Background: an optimization exercise with open tools, aiming at small area, a short achievable clock period and few clock cycles per item. Do not read the settings as production practice.
Where RTL was checked, it was by simulation tests only, not by an equivalence proof against the original.

==> v36: inputs <==
// Divider_Modulo
module Divider_Modulo (clk, reset, mode, valid_in, divisor, dividend, result, valid_out);
input wire clk, reset, mode, valid_in;
input wire [31:0] dividend;
input wire [15:0] divisor;
output reg valid_out;
output wire [31:0] result;
reg [14:0] rA, rB;    
reg [16:0] shA, shB;  
reg [14:0] dA, dB;    
reg mA, mB, vA;       
wire [14:0] r0, r1;
wire [16:0] sh0, sh1;
wire [16:0] res;
div_stage0 u_stage0 (.dividend(dividend), .d(divisor[14:0]), .r_out(r0), .sh_out(sh0));
div_stage1 u_stage1 (.r_in(rA), .sh_in(shA), .d(dA), .r_out(r1), .sh_out(sh1));
div_stage2 u_stage2 (.r_in(rB), .sh_in(shB), .d(dB), .mode(mB), .result(res));
always @(posedge clk) begin
	rA <= r0; shA <= sh0; dA <= divisor[14:0]; mA <= mode;
	rB <= r1; shB <= sh1; dB <= dA; mB <= mA;
end
always @(posedge clk or posedge reset) begin
	if (reset) begin
		vA <= 1'b0;
		valid_out <= 1'b0;
	end else begin
		vA <= valid_in;
		valid_out <= vA;
	end
end
assign result = {15'b0, res};
endmodule
export LEC_CHECK = 0
export ABC_AREA = 1
export CAP_MARGIN = 20
export CORE_MARGIN = 2
export CORE_UTILIZATION = 40
export SLEW_MARGIN = 20
export SYNTH_HIERARCHICAL = 1
create_clock -name core_clock -period 25.0 [get_ports {clk}]
standard.sh (not shown) runs the stock make flow with config.mk's settings and CLKGATE_MAP_FILE= SYNTH_SCRIPT=/design/flow/synth_recipe.tcl, a recipe that flattens the netlist after the stock synthesis.
==> flow/flow/run.sh <==
#!/bin/bash
# Own layout flow: the standard synthesis unchanged, then the standard
# layout with these changes:
#  - ports are buffered with buf_4 cells instead of the slow delay buffers the
#    default port buffering picks;
#  - repair may resize a cell to any cell of the same function;
set -euo pipefail
bash standard.sh synth > synth.log 2>&1
bash standard.sh "BUFFER_PORTS_ARGS=-buffer_cell sky130_fd_sc_hd__buf_4" \
  SETUP_SLACK_MARGIN=14 TNS_END_PERCENT=0 SKIP_INCREMENTAL_REPAIR=1 finish > layout.log 2>&1
==> v14: changes against v36 <==
--- a/flow/flow/run.sh
+++ b/flow/flow/run.sh
@@ -7,4 +7,4 @@
 set -euo pipefail
 bash standard.sh synth > synth.log 2>&1
 bash standard.sh "BUFFER_PORTS_ARGS=-buffer_cell sky130_fd_sc_hd__buf_4" \
-  SETUP_SLACK_MARGIN=14 TNS_END_PERCENT=0 SKIP_INCREMENTAL_REPAIR=1 finish > layout.log 2>&1
+  SETUP_SLACK_MARGIN=15.5 TNS_END_PERCENT=0 SKIP_INCREMENTAL_REPAIR=1 finish > layout.log 2>&1
==> impl_metrics.sql <==
INSERT INTO impl_metrics (metric_group, metric, value, unit) VALUES
('final_layout', 'flow.area_growth_from_synthesis', '10.24', '%'),
('final_layout', 'seq_share', '0.07353', ''),
('timing', 'worst-slew-pin-transition', '0.9517', 'ns'),
('detailed_routing', 'routed.top_layer', 'met4', ''),
('final_layout', 'regArea', '0.002018', 'mm^2'),
('timing', 'fin_skew', '0.01454', 'ns'),
('outcome', 'status', 'timing/DRC/antenna clean', ''),
('global_routing', 'grt_pass1_vias', '28900', ''),
('setup_path', 'critical_path.n_buffers_inverters', '6', ''),
('cts', 'cts.repair.resized', '208', ''),
('timing', 'maxClockFrequency', '99.81', 'MHz'),
('final_layout', 'commonest_cells_after_routing_fill_and_taps_aside', 'sky130_fd_sc_hd__nand2_1, sky130_fd_sc_hd__nand3_1, sky130_fd_sc_hd__inv_1', ''),
('final_layout', 'multiInputGateArea', '0.02037', 'mm^2'),
('global_routing', 'global_route.usage.met3', '0.02612', '');
Source of the figures above: v14

==> impl_metrics.sql <==
INSERT INTO impl_metrics (metric_group, metric, value, unit) VALUES
('timing', 'fin_skew', '0.01446', 'ns'),
('timing', 'worst-slew-pin-transition', '1.130', 'ns'),
('final_layout', 'multiInputGateArea', '0.01962', 'mm^2'),
('detailed_routing', 'detail_route.drc_violations', '0', ''),
('timing', 'maxClockFrequency', '90.56', 'MHz'),
('cts', 'cts.repair.resized', '4', ''),
('global_routing', 'grt_pass1_vias', '28140', ''),
('detailed_routing', 'routed.top_layer', 'met5', ''),
('final_layout', 'regArea', '0.001974', 'mm^2'),
('final_layout', 'flow.area_growth_from_synthesis', '4.568', '%'),
('outcome', 'status', 'timing/DRC/antenna clean', ''),
('global_routing', 'global_route.usage.met3', '0.02397', ''),
('final_layout', 'commonest_cells_after_routing_fill_and_taps_aside', 'sky130_fd_sc_hd__nand2_1, sky130_fd_sc_hd__nand3_1, sky130_fd_sc_hd__inv_1', '');
Source of the figures above: v36

No functional check of the RTL was part of any run of this note.

* * *

==> inputs of run D <==
Divider_Modulo, a different RTL version from the one above (not shown whole).
export LEC_CHECK = 0
export ABC_AREA = 1
export CAP_MARGIN = 20
export CORE_MARGIN = 2
export CORE_UTILIZATION = 40
export SLEW_MARGIN = 20
export SYNTH_HIERARCHICAL = 1
create_clock -name core_clock -period 25.0 [get_ports {clk}]
==> flow/flow/run.sh <==
#!/bin/bash
# Own layout flow: the standard synthesis unchanged, then the standard
# layout with these changes:
#  - ports are buffered with buf_4 cells instead of the slow delay buffers the
#    default port buffering picks;
#  - timing repair works to a setup slack margin of 14 ns (worst endpoint
#    only), so that after clock tree synthesis it speeds up the critical paths
#    although every path already meets the 25 ns clock;
set -euo pipefail
bash standard.sh synth > synth.log 2>&1
bash standard.sh "BUFFER_PORTS_ARGS=-buffer_cell sky130_fd_sc_hd__buf_4" \
  SETUP_SLACK_MARGIN=14 TNS_END_PERCENT=0 SKIP_INCREMENTAL_REPAIR=1 finish > layout.log 2>&1
==> run A: changes against run D <==
--- a/flow/design.v
+++ b/flow/design.v
@@ -2,43 +2,40 @@
 input wire clk, reset, mode, valid_in;
 input wire [31:0] dividend;
 input wire [15:0] divisor;
 output reg valid_out;
 output wire [31:0] result;
 reg [14:0] rA, rB;    
 reg [16:0] shA, shB;  
-reg [14:0] ndA, ndB;  
+reg [14:0] dA, dB;    
 reg mA, mB, vA;       
 wire [14:0] r0, r1;
 wire [16:0] sh0, sh1;
 wire [16:0] res;
-wire [14:0] nd0;
-div_stage0 u_stage0 (.dividend(dividend), .d(divisor[14:0]), .r_out(r0), .sh_out(sh0), .nd_out(nd0));
-div_stage1 u_stage1 (.r_in(rA), .sh_in(shA), .nd(ndA), .r_out(r1), .sh_out(sh1));
-div_stage2 u_stage2 (.r_in(rB), .sh_in(shB), .nd(ndB), .mode(mB), .result(res));
+div_stage0 u_stage0 (.dividend(dividend), .d(divisor[14:0]), .r_out(r0), .sh_out(sh0));
+div_stage1 u_stage1 (.r_in(rA), .sh_in(shA), .d(dA), .r_out(r1), .sh_out(sh1));
+div_stage2 u_stage2 (.r_in(rB), .sh_in(shB), .d(dB), .mode(mB), .result(res));
 always @(posedge clk) begin
-	rA <= r0; shA <= sh0; ndA <= nd0; mA <= mode;
-	rB <= r1; shB <= sh1; ndB <= ndA; mB <= mA;
+	rA <= r0; shA <= sh0; dA <= divisor[14:0]; mA <= mode;
+	rB <= r1; shB <= sh1; dB <= dA; mB <= mA;
 end
 always @(posedge clk or posedge reset) begin
 	if (reset) begin
 		vA <= 1'b0;
 		valid_out <= 1'b0;
 	end else begin
 		vA <= valid_in;
 		valid_out <= vA;
 	end
 end
 assign result = {15'b0, res};
 endmodule
-module div_stage0 (dividend, d, r_out, sh_out, nd_out);
+module div_stage0 (dividend, d, r_out, sh_out);
 input wire [31:0] dividend;
 input wire [14:0] d;
-output wire [14:0] nd_out;   
-assign nd_out = ~d;
 output wire [14:0] r_out;
 output wire [16:0] sh_out;
 wire [15:0] a_0a = dividend[31:16];
 wire [0:0] q_0a;
 wire [14:0] r_0a;
 wire s0a_1_g0 = a_0a[0] | ~d[0];
 wire s0a_1_g1 = a_0a[1] & ~d[1];
@@ -486,19 +483,18 @@
 assign r_0e[12] = a_0e[12] ^ ((h0e_1 & ~(d[12] ^ s0e_1_G4_11)));
 assign r_0e[13] = a_0e[13] ^ ((h0e_1 & ~(d[13] ^ s0e_1_G6_12)));
 assign r_0e[14] = a_0e[14] ^ ((h0e_1 & ~(d[14] ^ s0e_1_G5_13)));
 wire [16:0] sh_0e = {sh_0d[15:0], q_0e};
 assign r_out = r_0e;
 assign sh_out = sh_0e[16:0];
 endmodule
-module div_stage1 (r_in, sh_in, nd, r_out, sh_out);
+module div_stage1 (r_in, sh_in, d, r_out, sh_out);
 input wire [14:0] r_in;
 input wire [16:0] sh_in;
-input wire [14:0] nd;    
-wire [14:0] d = ~nd;
+input wire [14:0] d;
 output wire [14:0] r_out;
 output wire [16:0] sh_out;
 wire [15:0] a_1a = {r_in, sh_in[16:16]};
 wire [0:0] q_1a;
 wire [14:0] r_1a;
 wire s1a_1_g0 = a_1a[0] | ~d[0];
 wire s1a_1_g1 = a_1a[1] & ~d[1];
@@ -1216,19 +1212,18 @@
 assign r_1h[12] = a_1h[12] ^ ((h1h_1 & ~(d[12] ^ s1h_1_G4_11)));
 assign r_1h[13] = a_1h[13] ^ ((h1h_1 & ~(d[13] ^ s1h_1_G6_12)));
 assign r_1h[14] = a_1h[14] ^ ((h1h_1 & ~(d[14] ^ s1h_1_G5_13)));
 wire [16:0] sh_1h = {sh_1g[15:0], q_1h};
 assign r_out = r_1h;
 assign sh_out = sh_1h[16:0];
 endmodule
-module div_stage2 (r_in, sh_in, nd, mode, result);
+module div_stage2 (r_in, sh_in, d, mode, result);
 input wire [14:0] r_in;
 input wire [16:0] sh_in;
-input wire [14:0] nd;    
-wire [14:0] d = ~nd;
+input wire [14:0] d;
 input wire mode;
 output wire [16:0] result;
 wire [15:0] a_2a = {r_in, sh_in[16:16]};
 wire [0:0] q_2a;
 wire [14:0] r_2a;
 wire s2a_1_g0 = a_2a[0] | ~d[0];
 wire s2a_1_g1 = a_2a[1] & ~d[1];
==> flow/flow/run.sh (replaced) <==
#!/bin/bash
set -euo pipefail
bash standard.sh synth > synth.log 2>&1
bash standard.sh SETUP_SLACK_MARGIN=15 TNS_END_PERCENT=0 SKIP_INCREMENTAL_REPAIR=1 finish > layout.log 2>&1
==> comparison table <==
	run A	run D
Result of the run	timing/DRC/antenna clean	timing/DRC/antenna clean
Final critical-path share of the clock period	41.9%	44.4%
Gate count of the mapped netlist	3650	3669
Share of cell area taken by flip-flops and latches	9.35%	10.4%
Hold WS	0.330 ns	0.331 ns
Kind of launch point of the worst setup path	input port	flip-flop
Post-cts repair resize count	577	31
Floorplan Core Area	0.0454 mm^2	0.0455 mm^2
Aggregate routed wire length	55.0 mm	44.9 mm
Compound-gate portion of the synthesized area	2.87%	2.66%
RD Place Congestion	0.844	0.827
Worst clock skew on the final layout	0.0220 ns	0.0125 ns
Vias per inst	5.08	4.93
Max Clock Freq	0.0955 GHz	0.0901 GHz
Final Critical Period	10.47 ns	11.09 ns
Testbench counts of run A, summed over its fixed seeds: cycles 8,000, items 4,000.
For run D, only the layout was checked, not whether the RTL still works.

## port drivers added, routing unchanged
No port has a modelled driver above. Below, the same layouts with a new extraction and two added sets of constraints.
Step 1 sets driving cells, clkbuf_16 on the clock port and buf_2 on the other inputs (assumed; they add their load-dependent delay and slew).
Step 2 times the ports against the registers' clock, not the clock port: input delays grow and output delays shrink by t, the midpoint of the rising clock arrivals with the driver on.
Three values: ideal, step 1, step 2; two values: the first two.
run | t, ns | setup slack, ns | worst setup path at the end | worst slew at a driven data input, ns
v36 | 0.447 | 13.957 / 13.903 / 14.349 | register to output | 0.08
v14 | 0.446 | 14.981 / 14.925 / 14.797 | input to register | 0.07
run D | 0.415 | 13.906 / 13.849 / 13.576 | input to register | 0.06
run A | 0.444 | 14.528 / 14.543 / 14.101 | input to register | 0.05
After both steps every run listed still meets setup and hold. The setup slack of run A, which loses most, moves by +0.015 ns with the drivers and by -0.427 ns with both steps.
